This design comes from an exercise in tuning for small area on the open sky130 flow, not from production work. Where RTL was checked, it was by simulation tests only, not by an equivalence proof against the original. Function not checked in runs 1 and 8: the RTL went through the layout flow alone. No activity file was given, so power comes from the tool's default toggle rates.

==> design/flow/design.v <==
module top(
    input clock,
    input rst,
    output uart_tx,
    input uart_rx
);
    reg [3:0] ph;
    always @(posedge clock) ph <= ph + 1'b1;
    wire q4 = (ph[1:0] == 2'd3);
    reg [4:0] rt;        
    reg [3:0] rs;        
    reg [7:0] rd;
    reg       valid;
    wire rtick = q4 && (rt == 5'd24);
    wire [3:0] hi = rd[7:4];
    wire [3:0] lo = rd[3:0];
    wire is_num = (hi == 4'h3) && (lo <= 4'd9);
    wire is_let = (hi == 4'h4) && (lo >= 4'd1) && (lo <= 4'd6);
    wire is_hex = is_num || is_let;
    wire is_eol = (rd == 8'h0a) || (rd == 8'h0d);
    reg dbit;
    always @* case (ph[1:0])
        2'd0: dbit = rd[6] ? ~lo[0] : lo[0];
        2'd1: dbit = rd[6] ? (lo[1] ^ lo[0]) : lo[1];
        2'd2: dbit = rd[6] ? (lo[2] ^ (lo[1] & lo[0])) : lo[2];
        default: dbit = rd[6] | lo[3];
    endcase
    reg [1:0] q;         
    wire w   = (ph[3:2] == q - 2'd1);    
    wire win = (rs == 4'd11) && w;
    always @(posedge clock) begin
        if (rst || rs == 4'd0) rt <= 5'd12;
        else if (q4) rt <= (rt == 5'd24) ? 5'd0 : rt + 1'b1;
        if (rtick && rs >= 4'd2 && rs <= 4'd9) rd <= {uart_rx, rd[7:1]};
        if (rst) rs <= 4'd13;
        else case (rs)
            4'd0:  if (!uart_rx) rs <= 4'd1;
            4'd10: if (rtick) rs <= is_hex ? 4'd11 : 4'd0;
            4'd11: if (win && q4) rs <= 4'd0;
            4'd12, 4'd14, 4'd15: rs <= 4'd0;
            4'd13: if (rtick) rs <= 4'd0;
            default: if (rtick) rs <= rs + 1'b1;
        endcase
        if (rst) valid <= 1'b0;
        else if (rs == 4'd10 && rtick) valid <= is_eol;
        if (win && q4) q <= q - 2'd1;
    end
    reg [15:0] ra, rb;
    wire clr = (rs == 4'd13);
    wire ain = clr ? 1'b0 : win ? dbit : ra[0];
    wire bin = clr ? 1'b0 : win ? ra[0] : rb[0];
    always @(posedge clock) begin
        ra <= {ain, ra[15:1]};
        rb <= {bin, rb[15:1]};
    end
    localparam IDLE = 2'd0, MULT = 2'd1, SEND = 2'd2;
    reg [1:0]  st;
    reg [4:0]  t;        
    reg [3:0]  k;
    reg [3:0]  c;
    reg [32:0] p;
    reg        cy, bf;
    reg [3:0]  nib;
    wire mult = (st == MULT);
    wire m31  = q4 && (t[2:0] == 3'd7);
    wire load = (k == 4'd0) && (t[4:3] == 2'd0);
    wire last = k[2];
    wire x   = (mult && load) ? (t[2] & rb[0]) : p[0];
    wire ad  = mult && !load && !t[2] && bf && ra[0];
    wire s   = x ^ ad ^ cy;
    wire co  = (x & ad) | (x & cy) | (ad & cy);
    wire pin = (st == IDLE) ? 1'b0 : (mult && m31 && !last) ? 1'b0 : s;
    reg [4:0] dl;
    always @* case (c[2:0])
        3'd0: dl = 5'd29;
        3'd1: dl = 5'd15;
        3'd2: dl = 5'd1;
        3'd3: dl = 5'd20;
        3'd4: dl = 5'd6;
        3'd5: dl = 5'd25;
        3'd6: dl = 5'd11;
        default: dl = 5'd30;
    endcase
    always @(posedge clock) begin
        p  <= {pin, p[32:1]};
        cy <= mult && !m31 && co;
        if (mult && m31) bf <= s;
        if (st == SEND && k == 4'd0 && !c[3] && {t, ph[1:0]} == {2'b00, dl}) nib <= p[3:0];
        case (st)
            IDLE: if (valid && w && q4) begin
                st <= MULT; t <= 5'd0; k <= 4'd0;
            end
            MULT: if (!valid) st <= IDLE;
            else if (last && m31) begin
                st <= SEND; t <= 5'd0; k <= 4'd0; c <= 4'd0;
            end else if (q4) begin
                t <= t + 1'b1;
                if (t == 5'd31) k <= k + 1'b1;
            end
            default: if (q4) begin
                if (t == 5'd24) begin
                    t <= 5'd0;
                    if (k == 4'd9) begin
                        k <= 4'd0;
                        c <= c + 1'b1;
                        if (c == 4'd9) st <= IDLE;
                    end else k <= k + 1'b1;
                end else t <= t + 1'b1;
            end
        endcase
        if (rst) st <= IDLE;
    end
    wire lt = nib[3] & (nib[2] | nib[1]);
    wire [3:0] nl;
    assign nl[0] = nib[0] ^ lt;
    assign nl[1] = lt ? (nib[1] ~^ nib[0]) : nib[1];
    assign nl[2] = lt ? (nib[2] & (nib[1] | nib[0])) : nib[2];
    assign nl[3] = nib[3] & ~lt;
    wire [7:0] ch = c[3] ? {5'h01, ~c[0], c[0], ~c[0]} : {1'b0, lt, ~lt, ~lt, nl};
    reg fb;
    always @* case (k)
        4'd0: fb = 1'b0;
        4'd1: fb = ch[0];
        4'd2: fb = ch[1];
        4'd3: fb = ch[2];
        4'd4: fb = ch[3];
        4'd5: fb = ch[4];
        4'd6: fb = ch[5];
        4'd7: fb = ch[6];
        4'd8: fb = ch[7];
        default: fb = 1'b1;
    endcase
    assign uart_tx = (st != SEND) || fb;
endmodule
==> design/flow/flow/run.sh <==
#!/bin/bash
# Standard flow, with clock tree synthesis told not to add dummy balancing loads
# and to use mid-size clock buffers.
set -euo pipefail
export CTS_ARGS="-sink_clustering_enable -repair_clock_nets -dont_use_dummy_load -buf_list sky130_fd_sc_hd__clkbuf_8 -root_buf sky130_fd_sc_hd__clkbuf_8 -sink_clustering_size 30 -sink_clustering_max_diameter 100"
bash standard.sh finish > standard_flow.log 2>&1
==> design/flow/standard.sh <==
#!/bin/bash
# synth_recipe.tcl (not shown) runs the flow's synth.tcl, then flattens the netlist and writes it again
# the make line also repeats each setting of config.mk as NAME=value (left out here)
make -C /OpenROAD-flow-scripts/flow DESIGN_CONFIG=/design/flow/config.mk WORK_HOME=/design/flow/orfs CLKGATE_MAP_FILE= SYNTH_SCRIPT=/design/flow/synth_recipe.tcl "${@:-finish}"
==> design/flow/config.mk <==
export PLATFORM = sky130hd
export DESIGN_NAME = top
export DESIGN_NICKNAME = top
export VERILOG_FILES = /design/flow/design.v
export SDC_FILE = /design/flow/constraint.sdc
export NUM_CORES = 4
export LEC_CHECK = 0
export CAP_MARGIN = 20
export CORE_MARGIN = 2
export CORE_UTILIZATION = 40
export PLACE_DENSITY = 0.6
export SLEW_MARGIN = 20
==> design/flow/constraint.sdc <==
create_clock -name core_clock -period 10.0 [get_ports {clock}]
set_input_delay 2.0000 -clock core_clock [delete_from_list [all_inputs] [get_ports {clock}]]
set_output_delay 2.0000 -clock core_clock [all_outputs]
set_load 0.01 [all_outputs]
==> impl_metrics.toml, run 1 <==
[yosys]
synth_top_area_cell = "dfxtp_1"
yosysWarnings = 1
synth_seq_area_share_pct = 58.7
synth.avg_cell_area_um2 = 11.5
netlist_area_um2 = 4230
synth_flop_cell = "dfxtp_1"
syn_inst = 368
yosysUniqueCellTypes = 53
synth_edf_count = 28
syn_nets = 400
synth_seq_cells = 110
yosys.area.top_type_share_pct = 38.8
synth_area_leaders = "dfxtp_1 39%, edfxtp_1 20%, ha_1 8.3%"
async_reset_ff_share_pct = 0

[sta]
rsz0062_at_grt = "false"
fin_ws_ns = 5.47
worst_pin_slew_ns = 0.930
finalMaxSlewViolations = 0
fin_crit_sh_pct = 45.3
slew_headroom_pct = 37.2
max_freq_ghz = 0.221
finalSetupViolCount = 0
tns_ns = 0
min_period_ns = 4.53
skew_ns = 0.0282
finalHoldViolations = 0

[finish]
antenna_cells = 0
drive_gt1_share_pct = 3.23
area_delta_synth_final_pct = 6.60
num-nets-final = 405
final_cell_mix = "82 x dfxtp_1, 28 x ha_1, 28 x edfxtp_1, 27 x nor2_1, 26 x inv_1"
layout_commonest_cell = "dfxtp_1"

[flow_run]
maxCapViolCount = 0

[placement]
dp_slack_ns = 5.88
gp_congestion = 0.793
dp_hpwl_um = 4700
io_buffer_count = 3

[die]
rows = 37
coreArea_um2 = 10300
ios = 4
dieArea_um2 = 11400
initial_utilization_pct = 41.1
die_h_um = 107
die_w_um = 107

[clock_network]
clk_pin_slew_ns = 0.11
cts-resized-gates = 0
h-tree-depth = 3
clock_sinks = 110
cts_tree = "yes"
cts_root_buffer = "clkbuf_8"
cts_hold_buf = 0
numCtsBuffers = 9
cts_buffer_depth = 2
cts_setup_buffers = 0
clk_latency_ns = 0.37

[power_and_ir_drop]
power_per_cell_area_nw_per_um2 = 147
power_leakage_nw = 1.70
ir_drop_mv = 0.0794

[setup_path]
end_kind = "primary output"
crit_fanout = 4
cp.required_ns = 8.00
cp_data_arrival_time_ns = 2.53
cp-start-kind = "flop"
criticalPathCategory = "flop to primary output"

[route]
viasPerCell = 5.04
vias = 2553
first_pass_iters = 4
wl_per_cell_um = 13.4
drt_iter0_drc = 118
wirelength_um = 6780
drc = 0
final_antenna_net_count = 0

[grt]
grt_pass1_vias = 2444
grt_overflow = 0
grt_pass1_wl_um = 11700
antenna_found_initial = 0
grt_use_total_pct = 13.1
grt_max_degree = 21

[outcome]
status = "no timing/DRC/antenna violations"

[min_path]
hp-class = "flop to flop"
[sequential cells by signal, indices dropped and copies added, names as in the netlist, 4 cells and up]
signal,count
p,33
nib,4
t,5
rt,5
k,4
rd,8
ra,16
rs,4
ph,4
c,4
rb,16
[worst paths after layout]
| check | from | end | slack [ns] | cells after the start |
|---|---|---|---|---|
| max | nib[1]$_DFFE_PP_ | uart_tx | 5.47 | 6 |
| min | rb[2]$_DFF_P_ | rb[1]$_DFF_P_ | 0.32 | 0 |
| min reg2reg | rb[2]$_DFF_P_ | rb[1]$_DFF_P_ | 0.32 | 0 |
| max reg2reg | c[0]$_SDFFCE_PN0P_ | nib[0]$_DFFE_PP_ | 7.30 | 7 |
[routing by layer]
layer  wire [µm]  global-route usage [%]  part of all wire (%)  vias up
li1            -                       -                     -     1289
met1        3520                    17.8                    52     1204
met2        2890                    19.5                    43       48
met3         230                    3.10                   3.4       12
met4         138                    6.68                   2.0        0
met5           0                       0                     0        -
[power breakdown]
group / internal [W] / total, W / switching [W]
clock: 0.0000812 / 0.000206 / 0.000125
combinational: 0.000000815 / 0.00000184 / 0.00000102
sequential: 0.000453 / 0.000453 / 0.000000000000000000707
[area by class of cell]
class / count / area, µm²
fillers: 986 / 5770
flip-flops and latches: 110 / 2480
multi-input cells: 223 / 1600
well taps: 136 / 170
clock buffers: 9 / 124
inverters: 26 / 97.6
repair buffers: 3 / 30.0
[synth_stat cells (3+ instances only)]
| cell type | instances |
|---|---|
| dfxtp_1 | 82 |
| edfxtp_1 | 28 |
| ha_1 | 28 |
| nor2_1 | 27 |
| inv_1 | 26 |
| nand2_1 | 21 |
| o21ai_0 | 15 |
| a21oi_1 | 12 |
| xor2_1 | 10 |
| xnor2_1 | 9 |
| mux2i_1 | 7 |
| nand2b_1 | 7 |
| nand3_1 | 7 |
| nor2b_1 | 7 |
| nor3_1 | 7 |
| nand3b_1 | 6 |
| nor4_1 | 5 |
| a211oi_1 | 4 |
| clkbuf_1 | 4 |
| a221oi_1 | 3 |
| and2_1 | 3 |
| nand4_1 | 3 |
| nor3b_1 | 3 |
| or3_1 | 3 |
[stage by stage]
stage	area (µm²)	hold WS (ns)	utilization, %	total power [W]	std cells
after floorplan	4230	0.310	-	0.000464	368
after global placement	4380	0.311	42.7	0.000465	498
after detailed placement	4380	0.312	42.7	0.000465	498
after CTS	4510	0.323	43.9	0.000673	507
after global routing	4510	0.322	43.9	0.000690	507
final	4510	0.320	43.9	0.000662	507
[cell families (layout without fill, tap and decap cells)]
| group | after synthesis | count (layout) | synth area share [%] |
|---|---|---|---|
| adder cells (fa/ha/maj) | 29 | 29 | 8.76 |
| AO/OA/AOI/OAI | 61 | 61 | 10.4 |
| XOR/XNOR | 19 | 19 | 3.93 |
| buffers and inverters | 35 | 38 | 3.37 |
| flip-flops | 110 | 110 | 58.7 |
| multiplexers | 7 | 7 | 1.66 |
| AND/OR/NAND/NOR | 107 | 107 | 13.2 |
[worst max-delay path: stages (launching register included)]
cell and delay (ns):
edfxtp_1 0.44, o21ai_0 0.38, xnor2_1 0.17, o211a_1 0.15, a211oi_1 0.04, o311ai_0 0.37, clkdlybuf4s50_1 0.60
==> run 2: changes to the inputs <==
--- a/design/flow/design.v
+++ b/design/flow/design.v
@@ -33,12 +33,9 @@
         else if (q4) rt <= (rt == 5'd24) ? 5'd0 : rt + 1'b1;
-        if (rtick && rs >= 4'd2 && rs <= 4'd9) rd <= {uart_rx, rd[7:1]};
-        if (rst) rs <= 4'd13;
-        else case (rs)
-            4'd0:  if (!uart_rx) rs <= 4'd1;
-            4'd10: if (rtick) rs <= is_hex ? 4'd11 : 4'd0;
-            4'd11: if (win && q4) rs <= 4'd0;
-            4'd12, 4'd14, 4'd15: rs <= 4'd0;
-            4'd13: if (rtick) rs <= 4'd0;
-            default: if (rtick) rs <= rs + 1'b1;
-        endcase
+        if (rtick && rs != 4'd10) rd <= {uart_rx, rd[7:1]};
+        if (rst) rs <= 4'd15;
+        else if (rs == 4'd0) begin
+            if (!uart_rx) rs <= 4'd1;
+        end else if (rs == 4'd11) begin
+            if (win && q4) rs <= 4'd0;
+        end else if (rtick) rs <= (rs == 4'd10) ? (is_hex ? 4'd11 : 4'd0) : rs + 1'b1;
         if (rst) valid <= 1'b0;
@@ -48,3 +45,3 @@
     reg [15:0] ra, rb;
-    wire clr = (rs == 4'd13);
+    wire clr = (rs == 4'd15);
     wire ain = clr ? 1'b0 : win ? dbit : ra[0];
@@ -72,13 +69,2 @@
     wire pin = (st == IDLE) ? 1'b0 : (mult && m31 && !last) ? 1'b0 : s;
-    reg [4:0] dl;
-    always @* case (c[2:0])
-        3'd0: dl = 5'd29;
-        3'd1: dl = 5'd15;
-        3'd2: dl = 5'd1;
-        3'd3: dl = 5'd20;
-        3'd4: dl = 5'd6;
-        3'd5: dl = 5'd25;
-        3'd6: dl = 5'd11;
-        default: dl = 5'd30;
-    endcase
     always @(posedge clock) begin
@@ -87,3 +73,3 @@
         if (mult && m31) bf <= s;
-        if (st == SEND && k == 4'd0 && !c[3] && {t, ph[1:0]} == {2'b00, dl}) nib <= p[3:0];
+        if (st == SEND && k == 4'd0 && !c[3] && t == 5'd7 && ph[1:0] == 2'd1) nib <= p[3:0];
         case (st)
@@ -100,5 +86,5 @@
             default: if (q4) begin
-                if (t == 5'd24) begin
+                if (t == (k[3] & k[1] ? 5'd12 : 5'd24)) begin    
                     t <= 5'd0;
-                    if (k == 4'd9) begin
+                    if (k == 4'd10) begin
                         k <= 4'd0;
==> design/flow/flow/run.sh (replaced) <==
#!/bin/bash
set -euo pipefail
export CTS_ARGS="-sink_clustering_enable -repair_clock_nets -dont_use_dummy_load -buf_list sky130_fd_sc_hd__clkbuf_8 -root_buf sky130_fd_sc_hd__clkbuf_8 -sink_clustering_size 60 -sink_clustering_max_diameter 300"
bash standard.sh finish > standard_flow.log 2>&1
==> run 2 against run 1 <==
Still clean. Hold slack worse by 0.0057 ns. Wire length is 8.3% lower. Sequential cell count stayed put.
==> impl_metrics.toml, run 2 <==
[outcome]
status = "no timing/DRC/antenna violations"

[grt]
grt_pass1_vias = 2337
grt_pass1_wl_um = 10600
grt_overflow = 0
antenna_found_initial = 0
grt_use_total_pct = 12.1
grt_max_degree = 18

[placement]
io_buffer_count = 3
gp_congestion = 0.811
dp_hpwl_um = 4370

[route]
first_pass_iters = 4
viasPerCell = 4.93
drt_iter0_drc = 86
final_antenna_net_count = 0
drc = 0
wl_per_cell_um = 13.0
vias = 2357
wirelength_um = 6210

[setup_path]
criticalPathCategory = "flop to primary output"
cp_data_arrival_time_ns = 2.45
end_kind = "primary output"
cp.required_ns = 8.00
crit_fanout = 5
cp-start-kind = "flop"

[yosys]
synth_seq_cells = 110
syn_nets = 369
synth_seq_area_share_pct = 62.1
syn_inst = 341
synth_edf_count = 28
synth.avg_cell_area_um2 = 11.7
netlist_area_um2 = 4000
synth_area_leaders = "dfxtp_1 41%, edfxtp_1 21%, ha_1 7.5%"
synth_compound_area_share_pct = 9.63
yosys.area_share.simple_pct = 12.6
synth_commonest_cells = "82 x dfxtp_1, 28 x edfxtp_1, 24 x ha_1, 24 x inv_1, 23 x nor2_1"
synth_adder_area_share_pct = 8.01
synth_flop_cell = "dfxtp_1"
yosys.area.top_type_share_pct = 41.0
yosysWarnings = 1
synth_top_area_cell = "dfxtp_1"
synth_top_family_by_area = "simple AND/OR/NAND/NOR gates"
yosysMostFrequentCell = "dfxtp_1"
synth_mux_area_share_pct = 1.38
synth_xor_area_share_pct = 3.28
async_reset_ff_share_pct = 0
yosysUniqueCellTypes = 56

[finish]
num-nets-final = 375
seq_area_um2 = 2480
drive_gt1_share_pct = 4.06
reg.largest.list = "p: 33 flops, ra: 16 flops, rb: 16 flops"
antenna_cells = 0
n_fill_cell = 922
final_cell_mix = "82 x dfxtp_1, 28 x edfxtp_1, 24 x inv_1, 24 x ha_1, 23 x nor2_1"
layout_commonest_cell = "dfxtp_1"
multi_input_area_um2 = 1400
largest_reg_flops = 33
largest_register = "p"
area_delta_synth_final_pct = 7.23

[clock_network]
clk_pin_slew_ns = 0.10
cts_setup_buffers = 0
h-tree-depth = 3
clk_latency_ns = 0.36
cts_hold_buf = 0
cts_root_buffer = "clkbuf_8"
cts-resized-gates = 0
cts_buffer_depth = 2
cts_tree = "yes"
numCtsBuffers = 9
clock_sinks = 110

[sta]
finalHoldViolations = 0
skew_ns = 0.0182
worst_pin_slew_ns = 0.860
max_freq_ghz = 0.225
min_period_ns = 4.45
finalSetupViolCount = 0
rsz0062_at_grt = "false"
timing.hold.ws_ns = 0.314
tns_ns = 0
slew_headroom_pct = 42.1
finalMaxSlewViolations = 0
fin_crit_sh_pct = 44.5

[die]
die_w_um = 104
dieArea_um2 = 10800
die_h_um = 104
ios = 4
coreArea_um2 = 9730
rows = 36
initial_utilization_pct = 41.1

[flow_run]
maxCapViolCount = 0

[power_and_ir_drop]
power.share.combinational_pct = 1.6
p_sw_w = 0.000133
clockPowerShare_pct = 30.6
p_seq_share_pct = 67.8
power_per_cell_area_nw_per_um2 = 157
switching_share_pct = 19.8
p_int_w = 0.000541
ir_drop_mv = 0.0557
power_leakage_nw = 1.61

[min_path]
hp-class = "flop to flop"
run 2: cell types whose count changed after synthesis, sizes merged, moves of 3 or more:
cell / delta
nor2: -4
a31oi: +5
mux2i: -3
ha: -4
xor2: -3
nor4: -4
run 2: per-layer routing:
metal | track usage, % | part of all wire (%) | wire (µm)
met1 | 14.9 | 49 | 3030
met3 | 3.20 | 3.1 | 195
met2 | 20.2 | 47 | 2910
met4 | 4.92 | 1.3 | 78
met5 | 0 | 0 | 0
run 2: critical path: stages, from the launching register on:
cell             delay [ns]
edfxtp_1               0.47
inv_1                  0.12
ha_1                   0.25
nor2_1                 0.10
a31oi_1                0.18
o221ai_1               0.13
and3_1                 0.16
o21ai_0                0.13
clkdlybuf4s50_1        0.55
run 2: logic make-up after synthesis:
logic type / Yosys count
DFF: 110
AOI/OAI and AO/OA: 57
muxes: 5
buffers and inverters: 32
xor gates and xnor gates: 15
and+or+nand+nor: 97
adders and majority gates: 25
run 2: worst paths after layout:
check	startpoint	end	slack [ns]	cells past startpoint
worst min-delay path	p[25]$_DFF_P_	p[24]$_DFF_P_	0.31	0
worst min register to register	p[25]$_DFF_P_	p[24]$_DFF_P_	0.31	0
worst max register to register	q[1]$_DFFE_PP_	k[1]$_DFFE_PP_	7.30	5
worst max-delay path	k[0]$_DFFE_PP_	uart_tx	5.55	8
run 2: layout make-up:
cell class | count | area share [%]
clock buffer | 9 | 2.89
inverter | 24 | 2.10
multi-input combinational | 199 | 32.6
sequential | 110 | 57.9
tap | 133 | 3.88
timing repair buffer | 3 | 0.700
run 2: through the flow:
step	setup WS (ns)	utilization (%)	cell area, µm²	total power (W)	std cells
final	5.55	44.1	4290	0.000675	478
after CTS	5.53	44.1	4290	0.000682	478
after floorplan	6.51	-	4000	0.000476	341
after global placement	6.04	42.8	4170	0.000478	469
after global routing	5.38	44.1	4290	0.000698	478
after detailed placement	5.94	42.8	4170	0.000479	469
run 2: power by group through the flow:
stage	combinational, W	sequential [W]	clock (W)
floorplan	0.00000932	0.000466	0
global placement	0.0000104	0.000468	0
detailed placement	0.0000106	0.000468	0
CTS	0.0000107	0.000458	0.000214
global route	0.0000122	0.000458	0.000228
finish	0.0000107	0.000458	0.000206
==> run 3: changes to the inputs <==
==> design/flow/flow/run.sh (replaced) <==
#!/bin/bash
set -euo pipefail
export CTS_ARGS="-repair_clock_nets -dont_use_dummy_load -buf_list sky130_fd_sc_hd__clkbuf_16 -root_buf sky130_fd_sc_hd__clkbuf_16"
bash standard.sh finish > standard_flow.log 2>&1
==> run 3 against run 2 <==
First-iteration DRC count down 12%. Cell count unchanged. Non-clock buffer count unchanged. Highest routed layer unchanged. Register-to-register slack about the same. Worst setup slack better by 0.032 ns.
==> impl_metrics.toml, run 3 <==
[clock_network]
clk_pin_slew_ns = 0.07
cts-resized-gates = 0
clock_sinks = 110
h-tree-depth = 3
cts_tree = "yes"
cts_root_buffer = "clkbuf_16"
cts_buffer_depth = 2
cts_hold_buf = 0
numCtsBuffers = 9
clk_latency_ns = 0.34
cts_setup_buffers = 0

[finish]
final_cell_mix = "82 x dfxtp_1, 28 x edfxtp_1, 24 x inv_1, 24 x ha_1, 23 x nor2_1"
reg.largest.list = "p: 33 flops, ra: 16 flops, rb: 16 flops"
layout_commonest_cell = "dfxtp_1"
largest_register = "p"
antenna_cells = 0
n_fill_cell = 918
num-nets-final = 375
drive_gt1_share_pct = 4.06
largest_reg_flops = 33
area_delta_synth_final_pct = 9.76
fin_cells = 478

[yosys]
synth_top_area_cell = "dfxtp_1"
yosys.area.top_type_share_pct = 41.0
synth_mux_area_share_pct = 1.38
yosysWarnings = 1
synth_top_family_by_area = "simple AND/OR/NAND/NOR gates"
async_reset_ff_share_pct = 0
syn_inst = 341
synth_compound_area_share_pct = 9.63
synth_flop_cell = "dfxtp_1"
netlist_area_um2 = 4000
synth_area_leaders = "dfxtp_1 41%, edfxtp_1 21%, ha_1 7.5%"
synth_adder_area_share_pct = 8.01
synth_xor_area_share_pct = 3.28
syn_nets = 369
yosysMostFrequentCell = "dfxtp_1"
yosysUniqueCellTypes = 56
synth_edf_count = 28
synth.avg_cell_area_um2 = 11.7
yosys.area_share.simple_pct = 12.6
synth_seq_area_share_pct = 62.1
synth_commonest_cells = "82 x dfxtp_1, 28 x edfxtp_1, 24 x ha_1, 24 x inv_1, 23 x nor2_1"
synth_seq_cells = 110

[setup_path]
cp_data_arrival_time_ns = 2.41
end_kind = "primary output"
cp-start-kind = "flop"
max_stage_delay_ns = 0.55
crit_slowest_cell = "clkdlybuf4s50_1"
criticalPathCategory = "flop to primary output"
crit_chain = "inv_1 -> ha_1 -> nor2_1 -> a31oi_1 -> o221ai_1 -> and3_1 -> o21ai_0 -> clkdlybuf4s50_1"
cp.required_ns = 8.00
crit_fanout = 5

[sta]
fin_ws_ns = 5.59
skew_ns = 0.0100
rsz0062_at_grt = "false"
slew_headroom_pct = 42.1
max_freq_ghz = 0.227
finalHoldViolations = 0
worst_pin_slew_ns = 0.861
finalMaxSlewViolations = 0
timing.hold.ws_ns = 0.315
min_period_ns = 4.41
finalSetupViolCount = 0
tns_ns = 0
fin_crit_sh_pct = 44.1

[placement]
io_buffer_count = 3
dp.cells = 469
dp_hpwl_um = 4370
dp_slack_ns = 5.94
gp_congestion = 0.811

[route]
wl_per_cell_um = 13.0
drt_iter0_drc = 76
viasPerCell = 4.93
final_antenna_net_count = 0
first_pass_iters = 4
drc = 0
wirelength_um = 6230
vias = 2358

[die]
die_h_um = 104
rows = 36
coreArea_um2 = 9730
dieArea_um2 = 10800
ios = 4
die_w_um = 104
initial_utilization_pct = 41.1

[grt]
grt_use_total_pct = 12.3
antenna_found_initial = 0
grt_pass1_vias = 2348
grt_overflow = 0
grt_pass1_wl_um = 10700
grt_max_degree = 18

[power_and_ir_drop]
power_per_cell_area_nw_per_um2 = 174
p_sw_w = 0.000144
p_int_w = 0.000619
ir_drop_mv = 0.0765
clockPowerShare_pct = 38.6
power_leakage_nw = 1.65
p_seq_share_pct = 60.0
switching_share_pct = 18.9
power.share.combinational_pct = 1.4

[min_path]
hp-class = "flop to flop"

[flow_run]
maxCapViolCount = 0

[outcome]
status = "no timing/DRC/antenna violations"
==> run 3: cell count changes in the layout (fill, tap and decap cells not counted) <==
cell / before / now
clkbuf_16: 0 / 9
clkbuf_8: 9 / 0
==> run 3: final cells by class <==
class                      count  area, µm²  share of cell area, %
sequential                   110       2480                   56.5
multi-input combinational    199       1400                   31.8
inverter                      24       90.1                   2.05
tap                          133        166                   3.79
timing repair buffer           3       30.0                  0.684
clock buffer                   9        225                   5.13
==> run 3: worst paths after layout <==
path | start | to | slack [ns] | depth (start not counted)
setup / recovery | k[0]$_DFFE_PP_ | uart_tx | 5.59 | 8
hold / removal | p[25]$_DFF_P_ | p[24]$_DFF_P_ | 0.32 | 0
setup reg to reg | q[1]$_DFFE_PP_ | k[1]$_DFFE_PP_ | 7.30 | 5
hold reg to reg | p[25]$_DFF_P_ | p[24]$_DFF_P_ | 0.32 | 0
==> run 3: power groups by stage <==
stage / combinational, W / clock (W) / sequential [W]
5_1_grt: 0.0000123 / 0.000317 / 0.000458
6_report: 0.0000107 / 0.000295 / 0.000458
4_1_cts: 0.0000108 / 0.000303 / 0.000458
3_3_place_gp: 0.0000104 / 0 / 0.000468
3_5_place_dp: 0.0000106 / 0 / 0.000468
2_1_floorplan: 0.00000932 / 0 / 0.000466
==> run 3: metal layers <==
metal	GRT usage, %	share of wire (%)	vias to the layer above	wire length (µm)
met4	4.92	1.8	0	115
met1	14.9	48	1130	2960
met5	0	0	-	0
li1	-	-	1194	-
met3	3.57	3.1	10	190
met2	20.6	47	24	2960
==> run 3: cells by family after synthesis <==
logic type	count (synthesis)
buf+inv	32
xor+xnor	15
mux	5
fa+ha+maj	25
flops	110
compound gates	57
simple gates	97
==> run 3: worst max-delay path: cells and delay by family, from the launching register on <==
| kind | cells | cell delay [ns] |
|---|---|---|
| AO/OA/AOI/OAI | 3 | 0.44 |
| adder cells (fa/ha/maj) | 1 | 0.25 |
| buffers and inverters | 2 | 0.67 |
| flip-flops | 1 | 0.46 |
| AND/OR/NAND/NOR | 2 | 0.26 |
==> run 3: stage by stage <==
stage | util, % | power (W) | area (µm²)
after floorplan | - | 0.000476 | 4000
after global placement | 42.8 | 0.000478 | 4170
after detailed placement | 42.8 | 0.000479 | 4170
after CTS | 45.1 | 0.000772 | 4390
after global routing | 45.1 | 0.000788 | 4390
final | 45.1 | 0.000764 | 4390
==> run 4: changes to the inputs <==
==> design/flow/flow/run.sh (replaced) <==
#!/bin/bash
set -euo pipefail
export CTS_ARGS="-sink_clustering_enable -repair_clock_nets -dont_use_dummy_load -buf_list sky130_fd_sc_hd__clkbuf_8 -root_buf sky130_fd_sc_hd__clkbuf_8 -sink_clustering_size 60 -sink_clustering_max_diameter 300 -sink_clustering_levels 1"
bash standard.sh finish > standard_flow.log 2>&1
==> run 4 against run 3 <==
Register-to-register slack about the same. Critical path type unchanged. Worst setup slack got worse by 0.032 ns. First-iteration DRC count increased by 13%. Critical endpoint unchanged. Global-route usage decreased by 0.17 points.
==> impl_metrics.toml, run 4 <==
[sta]
finalMaxSlewViolations = 0
worst_pin_slew_ns = 0.860
finalSetupViolCount = 0
finalHoldViolations = 0
tns_ns = 0
fin_crit_sh_pct = 44.5
skew_ns = 0.0182
min_period_ns = 4.45
slew_headroom_pct = 42.1
max_freq_ghz = 0.225
rsz0062_at_grt = "false"

[setup_path]
worstReg2RegStart = "q[1]$_DFFE_PP_"
cp_num_buf_inv = 2
crit_path_end = "uart_tx"
cp.depth = 8
crit_chain = "inv_1 -> ha_1 -> nor2_1 -> a31oi_1 -> o221ai_1 -> and3_1 -> o21ai_0 -> clkdlybuf4s50_1"
cp.required_ns = 8.00
r2r_cells = 5
cp-start-kind = "flop"
cp_data_arrival_time_ns = 2.45
reg2reg_slack_ns = 7.30
end_kind = "primary output"
max_stage_delay_ns = 0.55
crit_start = "k[0]$_DFFE_PP_"
crit_fanout = 5
crit_slowest_cell = "clkdlybuf4s50_1"
r2r_end = "k[1]$_DFFE_PP_"
criticalPathCategory = "flop to primary output"
critPathTopFamily = "buffers and inverters"

[clock_network]
cts_setup_buffers = 0
numCtsBuffers = 9
cts_tree = "yes"
clk_pin_slew_ns = 0.10
cts_hold_buf = 0
cts-resized-gates = 0
clk_latency_ns = 0.36
clock_sinks = 110
cts_buffer_depth = 2
cts_root_buffer = "clkbuf_8"
h-tree-depth = 3

[route]
viasPerCell = 4.93
drc = 0
wirelength_um = 6210
first_pass_iters = 4
vias = 2357
final_antenna_net_count = 0
wl_per_cell_um = 13.0
drt_iter0_drc = 86

[placement]
io_buffer_count = 3
dp_hpwl_um = 4370
dp.cells = 469
gp_congestion = 0.811

[yosys]
synth_flop_cell = "dfxtp_1"
synth_edf_count = 28
synth_area_leaders = "dfxtp_1 41%, edfxtp_1 21%, ha_1 7.5%"
synth_seq_area_share_pct = 62.1
netlist_area_um2 = 4000
syn_inst = 341
yosysWarnings = 1
async_reset_ff_share_pct = 0
yosys.area.top_type_share_pct = 41.0
synth.avg_cell_area_um2 = 11.7
yosysUniqueCellTypes = 56
synth_top_area_cell = "dfxtp_1"
syn_nets = 369
yosysMostFrequentCell = "dfxtp_1"
synth_commonest_cells = "82 x dfxtp_1, 28 x edfxtp_1, 24 x ha_1, 24 x inv_1, 23 x nor2_1"
synth_seq_cells = 110

[finish]
fin_cells = 478
num-nets-final = 375
drive_gt1_share_pct = 4.06
largest_reg_flops = 33
area_delta_synth_final_pct = 7.23
largest_register = "p"
layout_commonest_cell = "dfxtp_1"
n_fill_cell = 922
antenna_cells = 0
reg.largest.list = "p: 33 flops, ra: 16 flops, rb: 16 flops"
final_cell_mix = "82 x dfxtp_1, 28 x edfxtp_1, 24 x inv_1, 24 x ha_1, 23 x nor2_1"

[die]
ios = 4
coreArea_um2 = 9730
initial_utilization_pct = 41.1
dieArea_um2 = 10800
rows = 36
die_h_um = 104
die_w_um = 104

[flow_run]
maxCapViolCount = 0

[power_and_ir_drop]
ir_drop_mv = 0.0557
power_per_cell_area_nw_per_um2 = 157
power_leakage_nw = 1.61

[grt]
grt_overflow = 0
grt_use_total_pct = 12.1
grt_pass1_vias = 2337
grt_pass1_wl_um = 10600
grt_max_degree = 18
antenna_found_initial = 0

[min_path]
hp-class = "flop to flop"

[outcome]
status = "no timing/DRC/antenna violations"
-- run 4: cell types whose count changed in the layout (fill, tap and decap cells not counted) --
cell and delta:
clkbuf_16 -9, clkbuf_8 +9
-- run 4: worst min path at each step --
stage,cells past startpoint,endpoint,slack (ns),startpoint
2_1_floorplan,0,p[10]$_DFF_P_,0.31,p[11]$_DFF_P_
3_3_place_gp,0,ra[11]$_DFF_P_,0.31,ra[12]$_DFF_P_
3_5_place_dp,0,p[28]$_DFF_P_,0.31,p[29]$_DFF_P_
4_1_cts,0,p[24]$_DFF_P_,0.31,p[25]$_DFF_P_
5_1_grt,0,p[24]$_DFF_P_,0.33,p[25]$_DFF_P_
6_report,0,p[24]$_DFF_P_,0.31,p[25]$_DFF_P_
-- run 4: metrics by stage --
step                area (µm²)  total power, W  setup WS [ns]  hold WS, ns  util, %
detailed placement        4170        0.000479           5.94        0.312     42.8
global route              4290        0.000698           5.38        0.326     44.1
floorplan                 4000        0.000476           6.51        0.310        -
global placement          4170        0.000478           6.04        0.311     42.8
finish                    4290        0.000675           5.55        0.314     44.1
CTS                       4290        0.000682           5.53        0.315     44.1
-- run 4: final cells by class --
| class | count | area [µm²] | share of cell area (%) |
|---|---|---|---|
| flip-flops and latches | 110 | 2480 | 57.9 |
| multi-input cells | 199 | 1400 | 32.6 |
| well taps | 133 | 166 | 3.88 |
| clock buffers | 9 | 124 | 2.89 |
| inverters | 24 | 90.1 | 2.10 |
| repair buffers | 3 | 30.0 | 0.700 |
-- run 4: layer usage --
metal  vias up  wire length, µm  GRT usage (%)
li1       1194                -              -
met1      1126             3030           14.9
met2        28             2910           20.2
met3         9              195           3.20
met4         0               78           4.92
met5         -                0              0
-- run 4: where the power goes --
| group | switching (W) | total, W | internal, W | leakage [nW] |
|---|---|---|---|---|
| Sequential | 0.00000242 | 0.000458 | 0.000455 | 0.919 |
| Combinational | 0.00000588 | 0.0000107 | 0.00000479 | 0.625 |
| Clock | 0.000125 | 0.000206 | 0.0000811 | 0.0647 |
| Total | 0.000133 | 0.000675 | 0.000541 | 1.61 |
-- run 4: cell families after synthesis --
group | synth area share (%)
buffers and inverters | 3.03
flip-flops | 62.1
multiplexers | 1.38
AO/OA/AOI/OAI | 9.63
adder cells (fa/ha/maj) | 8.01
XOR/XNOR | 3.28
AND/OR/NAND/NOR | 12.6
-- run 4: worst register-to-register path, stage by stage, from the launching register on --
cell and delay (ns):
edfxtp_1 0.43, xnor2_1 0.30, mux2i_1 0.44, o21ai_0 0.14, a21boi_0 0.71, and3_1 0.39
==> run 5: changes to the inputs <==
==> design/flow/flow/run.sh (replaced) <==
#!/bin/bash
# Standard flow, with clock tree synthesis told not to add dummy balancing loads
# and to use mid-size clock buffers.
set -euo pipefail
export CTS_ARGS="-sink_clustering_enable -repair_clock_nets -dont_use_dummy_load -buf_list sky130_fd_sc_hd__clkbuf_8 -root_buf sky130_fd_sc_hd__clkbuf_8 -sink_clustering_size 30 -sink_clustering_max_diameter 100"
bash standard.sh finish > standard_flow.log 2>&1
==> run 5 against run 4 <==
Critical path depth unchanged. Wire length unchanged. Hold slack is the same. Die area unchanged. Clock skew did not move. Still clean on timing, DRC and antenna. Largest cell class unchanged. Synthesized cell count did not move. Count of clock-buffer cells in the layout stayed put. Worst setup slack stayed put.
==> impl_metrics.toml, run 5 <==
[clock_network]
cts_buffer_depth = 2
cts_tree = "yes"
clock_sinks = 110
cts_setup_buffers = 0
clk_pin_slew_ns = 0.10
cts_root_buffer = "clkbuf_8"
h-tree-depth = 3
clk_latency_ns = 0.36
cts-resized-gates = 0
numCtsBuffers = 9
cts_hold_buf = 0

[setup_path]
cp.depth = 8
crit_path_end = "uart_tx"
cp-start-kind = "flop"
max_stage_delay_ns = 0.55
crit_start = "k[0]$_DFFE_PP_"
criticalPathCategory = "flop to primary output"
cp_data_arrival_time_ns = 2.45
r2r_end = "k[1]$_DFFE_PP_"
r2r_cells = 5
cp.required_ns = 8.00
crit_fanout = 5
end_kind = "primary output"
cp_num_buf_inv = 2
crit_slowest_cell = "clkdlybuf4s50_1"
worstReg2RegStart = "q[1]$_DFFE_PP_"
crit_chain = "inv_1 -> ha_1 -> nor2_1 -> a31oi_1 -> o221ai_1 -> and3_1 -> o21ai_0 -> clkdlybuf4s50_1"
reg2reg_slack_ns = 7.30
critPathTopFamily = "buffers and inverters"

[yosys]
synth_xor_area_share_pct = 3.28
yosys.area_share.simple_pct = 12.6
synth_mux_area_share_pct = 1.38
synth_top_area_cell = "dfxtp_1"
syn_nets = 369
syn_inst = 341
synth_seq_area_share_pct = 62.1
yosysMostFrequentCell = "dfxtp_1"
synth_compound_area_share_pct = 9.63
yosysUniqueCellTypes = 56
yosysWarnings = 1
async_reset_ff_share_pct = 0
synth_seq_cells = 110
synth_flop_cell = "dfxtp_1"
synth_adder_area_share_pct = 8.01
synth_area_leaders = "dfxtp_1 41%, edfxtp_1 21%, ha_1 7.5%"
synth_edf_count = 28
netlist_area_um2 = 4000
yosys.area.top_type_share_pct = 41.0
synth.avg_cell_area_um2 = 11.7
synth_commonest_cells = "82 x dfxtp_1, 28 x edfxtp_1, 24 x ha_1, 24 x inv_1, 23 x nor2_1"
synth_top_family_by_area = "simple AND/OR/NAND/NOR gates"

[power_and_ir_drop]
power_leakage_nw = 1.61
power_w = 0.000675
ir_drop_mv = 0.0557
power_per_cell_area_nw_per_um2 = 157

[grt]
grt_pass1_vias = 2337
grt_overflow = 0
grt_pass1_wl_um = 10600
grt_use_total_pct = 12.1
antenna_found_initial = 0
grt_max_degree = 18

[finish]
num-nets-final = 375
fin_cells = 478
antenna_cells = 0
reg.largest.list = "p: 33 flops, ra: 16 flops, rb: 16 flops"
area_delta_synth_final_pct = 7.23
final_cell_mix = "82 x dfxtp_1, 28 x edfxtp_1, 24 x inv_1, 24 x ha_1, 23 x nor2_1"
largest_register = "p"
drive_gt1_share_pct = 4.06
largest_reg_flops = 33
layout_commonest_cell = "dfxtp_1"

[outcome]
status = "no timing/DRC/antenna violations"

[sta]
finalMaxSlewViolations = 0
slew_headroom_pct = 42.1
timing.hold.ws_ns = 0.314
max_freq_ghz = 0.225
skew_ns = 0.0182
worst_pin_slew_ns = 0.860
finalHoldViolations = 0
rsz0062_at_grt = "false"
fin_crit_sh_pct = 44.5
finalSetupViolCount = 0
min_period_ns = 4.45
tns_ns = 0

[die]
dieArea_um2 = 10800
die_w_um = 104
rows = 36
die_h_um = 104
initial_utilization_pct = 41.1
ios = 4
coreArea_um2 = 9730

[placement]
dp_hpwl_um = 4370
dp.cells = 469
io_buffer_count = 3
gp_congestion = 0.811

[min_path]
hp-class = "flop to flop"

[route]
final_antenna_net_count = 0
wl_per_cell_um = 13.0
wirelength_um = 6210
first_pass_iters = 4
drt_iter0_drc = 86
drc = 0
viasPerCell = 4.93
vias = 2357

[flow_run]
maxCapViolCount = 0
## run 5: metrics by stage
stage	util, %	area, µm²	setup slack, ns
after global placement	42.8	4170	6.04
final	44.1	4290	5.55
after floorplan	-	4000	6.51
after global routing	44.1	4290	5.38
after detailed placement	42.8	4170	5.94
after CTS	44.1	4290	5.53
## run 5: routing by layer
layer	share of wire [%]	routed length, µm	global-route usage (%)	up-vias
li1	-	-	-	1194
met1	49	3030	14.9	1126
met2	47	2910	20.2	28
met3	3.1	195	3.20	9
met4	1.3	78	4.92	0
met5	0	0	0	-
## run 5: layout make-up
class                   instances  area [µm²]
fillers                       922        5440
flip-flops and latches        110        2480
repair buffers                  3        30.0
well taps                     133         166
clock buffers                   9         124
multi-input cells             199        1400
inverters                      24        90.1
## run 5: cell families (layout without fill, tap and decap cells)
logic type / count (synthesis) / in the layout
compound gates: 57 / 57
xor+xnor: 15 / 15
fa+ha+maj: 25 / 25
buf+inv: 32 / 36
flops: 110 / 110
mux: 5 / 5
simple gates: 97 / 97
## run 5: worst min-delay path by stage
stage	cells past startpoint	startpoint	endpoint	slack [ns]
5_1_grt	0	p[25]$_DFF_P_	p[24]$_DFF_P_	0.33
4_1_cts	0	p[25]$_DFF_P_	p[24]$_DFF_P_	0.31
3_3_place_gp	0	ra[12]$_DFF_P_	ra[11]$_DFF_P_	0.31
3_5_place_dp	0	p[29]$_DFF_P_	p[28]$_DFF_P_	0.31
6_report	0	p[25]$_DFF_P_	p[24]$_DFF_P_	0.31
2_1_floorplan	0	p[11]$_DFF_P_	p[10]$_DFF_P_	0.31
## run 5: power breakdown
group	total, W	internal, W	switching [W]	leakage (nW)
Clock	0.000206	0.0000811	0.000125	0.0647
Combinational	0.0000107	0.00000479	0.00000588	0.625
Sequential	0.000458	0.000455	0.00000242	0.919
Total	0.000675	0.000541	0.000133	1.61
==> run 6: changes to the inputs <==
--- a/design/flow/design.v
+++ b/design/flow/design.v
@@ -7,3 +7,4 @@
     reg [3:0] ph;
-    always @(posedge clock) ph <= ph + 1'b1;
+    wire splice_end;
+    always @(posedge clock) ph <= (ph + 1'b1) | {1'b0, splice_end, 2'b00};
     wire q4 = (ph[1:0] == 2'd3);
@@ -27,5 +28,5 @@
     endcase
-    reg [1:0] q;         
-    wire w   = (ph[3:2] == q - 2'd1);    
+    wire w   = (ph[3:2] == 2'd3);    
     wire win = (rs == 4'd11) && w;
+    assign splice_end = win && q4;
     always @(posedge clock) begin
@@ -38,3 +39,3 @@
         end else if (rs == 4'd11) begin
-            if (win && q4) rs <= 4'd0;
+            if (splice_end) rs <= 4'd0;
         end else if (rtick) rs <= (rs == 4'd10) ? (is_hex ? 4'd11 : 4'd0) : rs + 1'b1;
@@ -42,3 +43,2 @@
         else if (rs == 4'd10 && rtick) valid <= is_eol;
-        if (win && q4) q <= q - 2'd1;
     end
==> run 6 against run 5 <==
Via count fell by 2.1%. Still clean. Largest cell class unchanged. Area after synthesis decreased by 1.9%. Fmax grew 2.2%. Wire length grew 0.77%. Register-to-register slack better by 0.15 ns. Critical path type unchanged. Non-clock buffer count up 1. Sequential share of layout area decreased by 0.43 points.
==> impl_metrics.toml, run 6 <==
[clock_network]
cts-resized-gates = 0
cts_root_buffer = "clkbuf_8"
clock_sinks = 108
cts_buffer_depth = 2
clk_latency_ns = 0.35
h-tree-depth = 3
numCtsBuffers = 9
clk_pin_slew_ns = 0.10
cts_setup_buffers = 0
cts_hold_buf = 0
cts_tree = "yes"

[sta]
finalMaxSlewViolations = 0
finalSetupViolCount = 0
tns_ns = 0
max_freq_ghz = 0.230
finalHoldViolations = 0
fin_ws_ns = 5.65
timing.hold.ws_ns = 0.307
skew_ns = 0.0218
worst_pin_slew_ns = 0.708
fin_crit_sh_pct = 43.5
min_period_ns = 4.35
rsz0062_at_grt = "false"
slew_headroom_pct = 52.5

[power_and_ir_drop]
power_leakage_nw = 1.59
ir_drop_mv = 0.0772
p_int_w = 0.000527
switching_share_pct = 19.3
power.share.combinational_pct = 0.4
p_sw_w = 0.000126
power_per_cell_area_nw_per_um2 = 155
p_seq_share_pct = 68.1
clockPowerShare_pct = 31.4

[setup_path]
cp.required_ns = 8.00
crit_fanout = 5
end_kind = "primary output"
worstReg2RegStart = "k[1]$_DFFE_PP_"
r2r_cells = 7
criticalPathCategory = "flop to primary output"
cp-start-kind = "flop"
reg2reg_slack_ns = 7.45
crit_start = "k[0]$_DFFE_PP_"
crit_path_end = "uart_tx"
r2r_end = "bf$_DFFE_PP_"
cp_data_arrival_time_ns = 2.35

[yosys]
synth_area_leaders = "dfxtp_1 42%, edfxtp_1 20%, ha_1 7.7%"
synth_seq_cells = 108
synth_edf_count = 26
yosysUniqueCellTypes = 59
netlist_area_um2 = 3920
synth.avg_cell_area_um2 = 11.7
syn_nets = 363
synth_top_area_cell = "dfxtp_1"
synth_commonest_cells = "82 x dfxtp_1, 30 x nor2_1, 26 x edfxtp_1"
yosysMostFrequentCell = "dfxtp_1"
async_reset_ff_share_pct = 0
yosys.area.top_type_share_pct = 41.9
yosysWarnings = 1
synth_seq_area_share_pct = 61.8
syn_inst = 335
synth_flop_cell = "dfxtp_1"

[finish]
final_area_um2 = 4220
antenna_cells = 0
largest_reg_flops = 33
largest_register = "p"
final_cell_mix = "82 x dfxtp_1, 30 x nor2_1, 26 x edfxtp_1, 25 x inv_1, 24 x ha_1"
num-nets-final = 372
drive_gt1_share_pct = 6.43
finalCoreUtilization_pct = 43.7
reg.largest.list = "p: 33 flops, ra: 16 flops, rb: 16 flops"
layout_commonest_cell = "dfxtp_1"
area_delta_synth_final_pct = 7.50

[die]
initial_utilization_pct = 40.7
dieArea_um2 = 10600
coreArea_um2 = 9640
ios = 4
rows = 36
die_w_um = 103
die_h_um = 103

[route]
first_pass_iters = 4
wl_per_cell_um = 13.2
wirelength_um = 6260
viasPerCell = 4.86
drt_iter0_drc = 109
final_antenna_net_count = 0
vias = 2307
drc = 0

[placement]
place_area_um2 = 4090
io_buffer_count = 3
gp_congestion = 0.860
dp_slack_ns = 6.06
dp_hpwl_um = 4380

[min_path]
holdPathStages = 0
min_from = "ra[2]$_DFF_P_"
hp-class = "flop to flop"

[outcome]
status = "no timing/DRC/antenna violations"

[grt]
grt_overflow = 0
grt_pass1_vias = 2269
grt_pass1_wl_um = 10500
grt_use_total_pct = 13.0
antenna_found_initial = 0
grt_max_degree = 20

[flow_run]
maxCapViolCount = 0
[run 6: changes by cell type after synthesis, moves of 3 or more]
cell	delta
nand2b_1	-6
clkbuf_1	-3
xnor2_1	-3
nand3_1	+4
xor2_1	-3
nor2_1	+7
[run 6: metal layers]
layer | GRT usage, % | up-vias | routed length [µm]
met5 | 0 | - | 0
met4 | 3.64 | 0 | 35
met3 | 4.27 | 2 | 147
met2 | 20.8 | 21 | 2850
met1 | 16.9 | 1107 | 3230
li1 | - | 1177 | -
[run 6: layout make-up]
cell class | count | area [µm²]
fillers | 939 | 5420
inverters | 25 | 93.8
well taps | 133 | 166
clock buffers | 9 | 124
repair buffers | 4 | 37.5
flip-flops and latches | 108 | 2420
multi-input cells | 196 | 1370
[run 6: logic make-up (layout without fill, tap and decap cells)]
| family | Yosys count | count (layout) | share of synthesized area [%] |
|---|---|---|---|
| mux | 7 | 7 | 1.82 |
| xor+xnor | 9 | 9 | 2.01 |
| flops | 108 | 108 | 61.8 |
| buf+inv | 31 | 38 | 3.25 |
| simple gates | 102 | 102 | 13.6 |
| fa+ha+maj | 25 | 25 | 8.17 |
| compound gates | 53 | 53 | 9.44 |
[run 6: how the worst min path moves through the flow]
stage | endpoint | slack [ns]
final | ra[1]$_DFF_P_ | 0.31
after global routing | p[15]$_DFF_P_ | 0.32
after CTS | p[15]$_DFF_P_ | 0.31
after detailed placement | p[23]$_DFF_P_ | 0.31
after global placement | ra[6]$_DFF_P_ | 0.31
after floorplan | p[10]$_DFF_P_ | 0.31
[run 6: critical path, cell delays in order (launching register included)]
cell and delay, ns:
edfxtp_1 0.43, inv_1 0.09, ha_1 0.22, mux2i_1 0.14, nor2_1 0.05, a31o_2 0.22, o41ai_1 0.26, nand3_1 0.12
clkdlybuf4s50_1 0.50
[run 6: power by group through the flow]
stage | Clock (W) | Sequential [W] | Combinational (W)
2_1_floorplan | 0 | 0.000455 | 0.00000127
3_3_place_gp | 0 | 0.000455 | 0.00000299
3_5_place_dp | 0 | 0.000455 | 0.00000296
4_1_cts | 0.000219 | 0.000445 | 0.00000297
5_1_grt | 0.000233 | 0.000445 | 0.00000322
6_report | 0.000205 | 0.000445 | 0.00000286
[run 6: stage by stage]
stage / power (W) / std cells
2_1_floorplan: 0.000456 / 335
6_report: 0.000653 / 475
5_1_grt: 0.000681 / 475
3_3_place_gp: 0.000458 / 466
3_5_place_dp: 0.000458 / 466
4_1_cts: 0.000666 / 475
==> run 7: changes to the inputs <==
--- a/design/flow/design.v
+++ b/design/flow/design.v
@@ -14,3 +14,3 @@
     reg       valid;
-    wire rtick = q4 && (rt == 5'd24);
+    wire rtick = q4 && (rt == 5'd16);    
     wire [3:0] hi = rd[7:4];
@@ -32,4 +32,4 @@
     always @(posedge clock) begin
-        if (rst || rs == 4'd0) rt <= 5'd12;
-        else if (q4) rt <= (rt == 5'd24) ? 5'd0 : rt + 1'b1;
+        if (rst || rs == 4'd0) rt <= 5'd3;                   
+        else if (q4) rt <= (rt == 5'd16) ? 5'd11 : {rt[3:0], rt[4] ^ rt[2]};    
         if (rtick && rs != 4'd10) rd <= {uart_rx, rd[7:1]};
==> design/flow/flow/run.sh (replaced) <==
#!/bin/bash
# Standard flow with two changes:
#  - synthesis and repair do not use the half/full adder cells (the platform's
#    don't-use list plus ha/fa), so Yosys's extract_fa does not turn small
#    decoders into half-adder cells;
#  - clock tree synthesis adds no dummy balancing loads and uses mid-size buffers.
set -euo pipefail
DU=$(sed -n '/export DONT_USE_CELLS += /,/^$/p' "$FLOW_HOME/platforms/sky130hd/config.mk" | tr -d '\\' | sed 's/export DONT_USE_CELLS += //' | tr '\n' ' ' | tr -s ' ')
export CTS_ARGS="-sink_clustering_enable -repair_clock_nets -dont_use_dummy_load -buf_list sky130_fd_sc_hd__clkbuf_8 -root_buf sky130_fd_sc_hd__clkbuf_8 -sink_clustering_size 30 -sink_clustering_max_diameter 100"
bash standard.sh "DONT_USE_CELLS=$DU sky130_fd_sc_hd__ha_1 sky130_fd_sc_hd__fa_1" finish > standard_flow.log 2>&1
==> run 7 against run 6 <==
Still clean on timing, DRC and antenna. Sequential cell count is the same. Die area decreased by 7.1%. Register-to-register slack improved by 0.29 ns. Worst setup slack got worse by 0.21 ns. Power decreased by 1.0%. Synthesized cell count shrank 6.3%. Critical path type unchanged. Largest cell class unchanged. Highest routed layer unchanged.
==> impl_metrics.toml, run 7 <==
[outcome]
status = "no timing/DRC/antenna violations"

[power_and_ir_drop]
p_int_w = 0.000527
clockPowerShare_pct = 30.7
ir_drop_mv = 0.0827
power.share.combinational_pct = 0.4
p_seq_share_pct = 68.9
power_leakage_nw = 1.33
switching_share_pct = 18.5
p_sw_w = 0.000119
power_per_cell_area_nw_per_um2 = 167

[setup_path]
crit_fanout = 13
criticalPathCategory = "flop to primary output"
crit_start = "k[1]$_DFFE_PP_"
cp.required_ns = 8.00
r2r_cells = 5
cp-start-kind = "flop"
cp_data_arrival_time_ns = 2.56
reg2reg_slack_ns = 7.74
worstReg2RegStart = "k[1]$_DFFE_PP_"
end_kind = "primary output"
r2r_end = "k[0]$_DFFE_PP_"

[clock_network]
numCtsBuffers = 9
cts_root_buffer = "clkbuf_8"
cts-resized-gates = 0
cts_tree = "yes"
h-tree-depth = 3
clk_pin_slew_ns = 0.11
cts_buffer_depth = 2
clk_latency_ns = 0.36
cts_setup_buffers = 0
cts_hold_buf = 0
clock_sinks = 108

[finish]
n_fill_cell = 834
final_cell_mix = "82 x dfxtp_1, 28 x nor2_1, 26 x nand2_1, 26 x edfxtp_1, 15 x a21oi_1"
area_delta_synth_final_pct = 6.61
reg.largest.list = "p: 33 flops, ra: 16 flops, rb: 16 flops"
drive_gt1_share_pct = 4.76
layout_commonest_cell = "dfxtp_1"
num-nets-final = 320
largest_reg_flops = 33
largest_register = "p"
finalCoreUtilization_pct = 44.2
antenna_cells = 0

[yosys]
netlist_area_um2 = 3630
synth_area_leaders = "dfxtp_1 45%, edfxtp_1 21%, nor2_1 2.9%"
yosysMostFrequentCell = "dfxtp_1"
synth_commonest_cells = "82 x dfxtp_1, 28 x nor2_1, 26 x edfxtp_1, 26 x nand2_1, 15 x a21oi_1"
syn_inst = 314
syn_nets = 317
yosysWarnings = 1
yosys.area.top_type_share_pct = 45.2
yosys.area_share.simple_pct = 16.4
synth_seq_area_share_pct = 66.6
async_reset_ff_share_pct = 0
synth_adder_area_share_pct = 0.275
yosysUniqueCellTypes = 53
synth_edf_count = 26
synth_seq_cells = 108
synth.avg_cell_area_um2 = 11.6
synth_compound_area_share_pct = 10.0
synth_top_area_cell = "dfxtp_1"
synth_mux_area_share_pct = 0.895
synth_flop_cell = "dfxtp_1"
synth_top_family_by_area = "simple AND/OR/NAND/NOR gates"
synth_xor_area_share_pct = 3.86

[grt]
grt_use_total_pct = 12.5
grt_max_degree = 23
grt_overflow = 0
grt_pass1_wl_um = 9870
antenna_found_initial = 0
grt_pass1_vias = 2136

[sta]
min_period_ns = 4.56
slew_headroom_pct = 55.8
timing.hold.ws_ns = 0.296
skew_ns = 0.0450
tns_ns = 0
finalSetupViolCount = 0
rsz0062_at_grt = "false"
finalHoldViolations = 0
worst_pin_slew_ns = 0.657
max_freq_ghz = 0.219
fin_crit_sh_pct = 45.6
finalMaxSlewViolations = 0

[route]
first_pass_iters = 4
viasPerCell = 5.33
vias = 2253
wirelength_um = 5800
final_antenna_net_count = 0
drc = 0
wl_per_cell_um = 13.7
drt_iter0_drc = 75

[min_path]
holdPathStages = 0
min_from = "p[30]$_DFF_P_"
min_to = "p[29]$_DFF_P_"
hp-class = "flop to flop"

[placement]
io_buffer_count = 3
dp_hpwl_um = 3990
gp_congestion = 0.781

[die]
die_h_um = 99.3
initial_utilization_pct = 41.5
dieArea_um2 = 9870
coreArea_um2 = 8760
ios = 4
die_w_um = 99.3
rows = 34

[flow_run]
maxCapViolCount = 0
## run 7: cell types whose count changed in the layout (fill, tap and decap cells not counted), sizes merged, moves of 3 or more
cell and delta:
a21oi +5, ha -24, inv -19, mux2i -5
nand2 +3, nor4 +5, o21ai -3, o31ai +4
xnor2 +4, xor2 +3
## run 7: through the flow
| stage | cells | worst slack (ns) | power (W) | area, µm² |
|---|---|---|---|---|
| after floorplan | 314 | 6.56 | 0.000456 | 3630 |
| after global placement | 414 | 5.87 | 0.000458 | 3750 |
| after detailed placement | 414 | 5.82 | 0.000458 | 3750 |
| after CTS | 423 | 5.41 | 0.000657 | 3870 |
| after global routing | 423 | 5.28 | 0.000674 | 3870 |
| final | 423 | 5.44 | 0.000646 | 3870 |
## run 7: kinds of logic after synthesis
| kind of cell | count (synthesis) |
|---|---|
| xor gates and xnor gates | 16 |
| DFF | 108 |
| buffers and inverters | 17 |
| AOI/OAI and AO/OA | 56 |
| muxes | 3 |
| and+or+nand+nor | 113 |
| adders and majority gates | 1 |
## run 7: layer usage
metal	share of wire (%)	vias to the layer above	wire length (µm)	GRT usage, %
met1	50	1082	2880	16.9
li1	-	1123	-	-
met2	45	44	2620	19.1
met5	0	-	0	0
met4	0.72	0	42	4.21
met3	4.4	4	255	4.01
## run 7: power by group through the flow
stage	clock (W)	sequential, W	combinational [W]
after global routing	0.000226	0.000445	0.00000283
after detailed placement	0	0.000455	0.00000258
final	0.000199	0.000445	0.00000260
after CTS	0.000209	0.000445	0.00000261
after global placement	0	0.000455	0.00000257
after floorplan	0	0.000455	0.000000974
## run 7: worst max path at each step
stage	slack, ns	cells after the start	end
after floorplan	6.56	6	uart_tx
after global placement	5.87	6	uart_tx
after detailed placement	5.82	6	uart_tx
after CTS	5.41	6	uart_tx
after global routing	5.28	6	uart_tx
final	5.44	6	uart_tx
## run 7: cell type report
| cell class | count | area (µm²) | share of cell area, % |
|---|---|---|---|
| Sequential cell | 108 | 2420 | 62.5 |
| Multi-Input combinational cell | 189 | 1140 | 29.4 |
| Tap cell | 108 | 135 | 3.49 |
| Clock buffer | 9 | 124 | 3.20 |
| Timing Repair Buffer | 3 | 30.0 | 0.775 |
| Inverter | 6 | 22.5 | 0.581 |
## run 7: critical path: stages (launching register included)
cell,delay (ns)
edfxtp_1,0.57
or4_1,0.57
o31ai_1,0.08
a221oi_1,0.11
nor3b_1,0.21
a311o_1,0.14
clkdlybuf4s50_1,0.53
==> run 8: changes to the inputs <==
--- a/design/flow/design.v
+++ b/design/flow/design.v
@@ -59,3 +59,4 @@
     reg        cy, bf;
-    reg [3:0]  nib;
+    reg        txo;      
+    reg        lt, cr;   
     wire mult = (st == MULT);
@@ -73,3 +74,9 @@
         if (mult && m31) bf <= s;
-        if (st == SEND && k == 4'd0 && !c[3] && t == 5'd7 && ph[1:0] == 2'd1) nib <= p[3:0];
+        if (tend) begin
+            txo <= nb;
+            if (k == 4'd0) begin
+                lt <= ltn;
+                cr <= p[29] & ltn;
+            end else cr <= (p[29] & lt) | (p[29] & cr) | (lt & cr);
+        end
         case (st)
@@ -80,3 +87,3 @@
             else if (last && m31) begin
-                st <= SEND; t <= 5'd0; k <= 4'd0; c <= 4'd0;
+                st <= SEND; t <= 5'd0; k <= 4'd0; c <= 4'd0; txo <= 1'b0;
             end else if (q4) begin
@@ -86,3 +93,3 @@
             default: if (q4) begin
-                if (t == (k[3] & k[1] ? 5'd12 : 5'd24)) begin    
+                if (tend) begin
                     t <= 5'd0;
@@ -98,23 +105,19 @@
     end
-    wire lt = nib[3] & (nib[2] | nib[1]);
-    wire [3:0] nl;
-    assign nl[0] = nib[0] ^ lt;
-    assign nl[1] = lt ? (nib[1] ~^ nib[0]) : nib[1];
-    assign nl[2] = lt ? (nib[2] & (nib[1] | nib[0])) : nib[2];
-    assign nl[3] = nib[3] & ~lt;
-    wire [7:0] ch = c[3] ? {5'h01, ~c[0], c[0], ~c[0]} : {1'b0, lt, ~lt, ~lt, nl};
-    reg fb;
+    wire tend = (st == SEND) && q4 && (t == (k[3] & k[1] ? 5'd12 : 5'd24));
+    wire ltn = p[32] & (p[31] | p[30]);
+    reg nb;
     always @* case (k)
-        4'd0: fb = 1'b0;
-        4'd1: fb = ch[0];
-        4'd2: fb = ch[1];
-        4'd3: fb = ch[2];
-        4'd4: fb = ch[3];
-        4'd5: fb = ch[4];
-        4'd6: fb = ch[5];
-        4'd7: fb = ch[6];
-        4'd8: fb = ch[7];
-        default: fb = 1'b1;
+        4'd0: nb = c[3] ? ~c[0] : p[29] ^ ltn;
+        4'd1: nb = c[3] ?  c[0] : p[29] ^ lt ^ cr;
+        4'd2: nb = c[3] ? ~c[0] : p[29] ^ lt ^ cr;
+        4'd3: nb = c[3] | (p[29] ^ cr);
+        4'd4: nb = ~c[3] & ~lt;
+        4'd5: nb = ~c[3] & ~lt;
+        4'd6: nb = ~c[3] & lt;
+        4'd7: nb = 1'b0;
+        4'd8: nb = 1'b1;
+        4'd9: nb = 1'b1;
+        default: nb = 1'b0;
     endcase
-    assign uart_tx = (st != SEND) || fb;
+    assign uart_tx = (st != SEND) || txo;
 endmodule
==> run 8 against run 7 <==
Design area up 1.7%. Clock skew is 0.026 ns lower. First-iteration DRC count up 13%. Highest routed layer unchanged. Global-route usage rose by 0.82 points. Die area up 2.2%. Clock power hardly changed. Fmax up 22%. Largest cell class unchanged. Critical path type unchanged. Critical endpoint unchanged. Synthesized cell count rose by 2.2%. Area after synthesis increased by 2.3%. Non-clock buffer count is the same. Worst setup slack improved by 0.82 ns.
==> impl_metrics.toml, run 8 <==
[outcome]
status = "no timing/DRC/antenna violations"

[yosys]
syn_inst = 321
syn_nets = 324
synth.avg_cell_area_um2 = 11.6
synth_seq_area_share_pct = 64.1
synth_seq_cells = 107
yosysMostFrequentCell = "dfxtp_1"
synth_edf_count = 24
synth_top_area_cell = "dfxtp_1"
yosysWarnings = 1
synth_commonest_cells = "83 x dfxtp_1, 33 x nor2_1, 26 x nand2_1"
synth_area_leaders = "dfxtp_1 45%, edfxtp_1 19%, nor2_1 3.3%"
yosysUniqueCellTypes = 63
async_reset_ff_share_pct = 0
synth_flop_cell = "dfxtp_1"
yosys.area.top_type_share_pct = 44.7
netlist_area_um2 = 3720

[setup_path]
cp_data_arrival_time_ns = 1.74
criticalPathCategory = "flop to primary output"
end_kind = "primary output"
cp-start-kind = "flop"
crit_start = "st[1]$_SDFFE_PP0P_"
worstReg2RegStart = "ph[0]$_DFF_P_"
cp.required_ns = 8.00
crit_fanout = 12

[finish]
antenna_cells = 0
num-nets-final = 327
final_area_um2 = 3940
multi_input_area_um2 = 1220
largest_reg_flops = 33
drive_gt1_share_pct = 7.14
reg.largest.list = "p: 33 flops, ra: 16 flops, rb: 16 flops"
final_cell_mix = "83 x dfxtp_1, 33 x nor2_1, 26 x nand2_1, 24 x edfxtp_1, 14 x a21oi_1"
seq_area_um2 = 2380
area_delta_synth_final_pct = 6.02
largest_register = "p"
n_fill_cell = 864
layout_commonest_cell = "dfxtp_1"

[power_and_ir_drop]
power.share.combinational_pct = 0.4
power_w = 0.000644
p_int_w = 0.000522
power_per_cell_area_nw_per_um2 = 163
p_sw_w = 0.000122
switching_share_pct = 18.9
power_leakage_nw = 1.39
ir_drop_mv = 0.0736
p_seq_share_pct = 68.4
clockPowerShare_pct = 31.2

[placement]
io_buffer_count = 3
gp_congestion = 0.800
place_area_um2 = 3820
dp_hpwl_um = 4090

[grt]
grt_use_total_pct = 13.3
antenna_found_initial = 0
grt_pass1_vias = 2185
grt_pass1_wl_um = 10400
grt_max_degree = 19
grt_overflow = 0

[sta]
max_freq_ghz = 0.267
fin_crit_sh_pct = 37.4
timing.hold.ws_ns = 0.313
finalHoldViolations = 0
skew_ns = 0.0188
finalSetupViolCount = 0
finalMaxSlewViolations = 0
rsz0062_at_grt = "false"
slew_headroom_pct = 52.7
tns_ns = 0
worst_pin_slew_ns = 0.703
min_period_ns = 3.74

[clock_network]
h-tree-depth = 3
cts_hold_buf = 0
clock_sinks = 107
cts_root_buffer = "clkbuf_8"
cts_setup_buffers = 0
clk_latency_ns = 0.36
numCtsBuffers = 9
cts_buffer_depth = 2
cts_tree = "yes"
cts-resized-gates = 0
clk_pin_slew_ns = 0.09

[min_path]
min_from = "p[20]$_DFF_P_"
hp-class = "flop to flop"

[die]
die_h_um = 100
die_w_um = 100
dieArea_um2 = 10100
initial_utilization_pct = 40.8
coreArea_um2 = 9110
rows = 35
ios = 4

[route]
drc = 0
wl_per_cell_um = 13.9
wirelength_um = 6030
first_pass_iters = 4
viasPerCell = 5.25
final_antenna_net_count = 0
vias = 2272
drt_iter0_drc = 85

[flow_run]
maxCapViolCount = 0
[run 8: changes by cell type after synthesis, sizes merged, moves of 4 or more]
cell | previous run | this run
nor2 | 28 | 33
o31ai | 4 | 0
nor3 | 7 | 3
nand3b | 1 | 6
inv | 6 | 11
nor2b | 6 | 2
[run 8: area by class of cell]
cell class | instances | share of cell area [%]
clock buffer | 9 | 3.14
multi-input combinational | 192 | 31.1
sequential | 107 | 60.4
tap | 111 | 3.52
timing repair buffer | 3 | 0.762
inverter | 11 | 1.05
[run 8: cell families after synthesis]
kind of cell,count (synthesis),synth area share (%)
AND/OR/NAND/NOR,113,16.6
flip-flops,107,64.1
AO/OA/AOI/OAI,59,11.5
buffers and inverters,22,2.96
XOR/XNOR,17,4.01
adder cells (fa/ha/maj),2,0.572
multiplexers,1,0.269
[run 8: metal layers]
metal | vias up | track usage, % | share of wire, %
li1 | 1142 | - | -
met1 | 1079 | 17.4 | 47
met2 | 42 | 20.5 | 47
met3 | 9 | 4.18 | 4.1
met4 | 0 | 5.48 | 1.8
met5 | - | 0 | 0
[run 8: power groups by stage]
stage          Combinational [W]  Sequential (W)  Clock [W]
6_report              0.00000259        0.000440   0.000201
5_1_grt               0.00000297        0.000440   0.000227
3_5_place_dp          0.00000268        0.000450          0
3_3_place_gp          0.00000256        0.000450          0
4_1_cts               0.00000265        0.000440   0.000211
2_1_floorplan         0.00000114        0.000450          0
[run 8: worst paths after layout]
check	endpoint	slack, ns	cells after the start
setup / recovery	uart_tx	6.26	3
hold / removal	p[19]$_DFF_P_	0.31	0
setup reg to reg	c[2]$_SDFFCE_PN0P_	7.52	5
hold reg to reg	p[19]$_DFF_P_	0.31	0
[run 8: worst max-delay path: stages, from the launching register on]
cell and delay [ns]:
dfxtp_1 0.52, nand2b_1 0.12, or2_2 0.28, clkdlybuf4s50_1 0.48
[run 8: through the flow]
stage | worst slack [ns] | cells | utilization, %
2_1_floorplan | 7.22 | 321 | -
3_3_place_gp | 6.64 | 424 | 41.9
3_5_place_dp | 6.63 | 424 | 41.9
4_1_cts | 6.24 | 433 | 43.3
5_1_grt | 6.16 | 433 | 43.3
6_report | 6.26 | 433 | 43.3

-- re-timing with driven ports --
In the flow no input, the clock included, has a driving cell. The finished layouts below were timed again as built, in two steps. Step 1 sets driving cells, clkbuf_16 on the clock port and buf_2 on the other inputs (assumed; they add their load-dependent delay and slew). Step 2 times the ports against the registers' clock, not the clock port: input delays grow and output delays shrink by t, the midpoint of the rising clock arrivals with the driver on. Three values: no drivers, after step 1, after step 2; two values: the first two.
run | t, ns | slack for setup (ns)
run 1 | 0.381 | 5.472 / 5.440 / 5.821
run 2 | 0.383 | 5.553 / 5.522 / 5.904
run 3 | 0.368 | 5.585 / 5.551 / 5.919
run 4 | 0.383 | 5.553 / 5.522 / 5.904
run 5 | 0.383 | 5.553 / 5.522 / 5.904
run 6 | 0.368 | 5.649 / 5.618 / 5.986
run 7 | 0.367 | 5.440 / 5.413 / 5.780
run 8 | 0.379 | 6.260 / 6.228 / 6.606
After both steps every run listed still meets setup and hold.
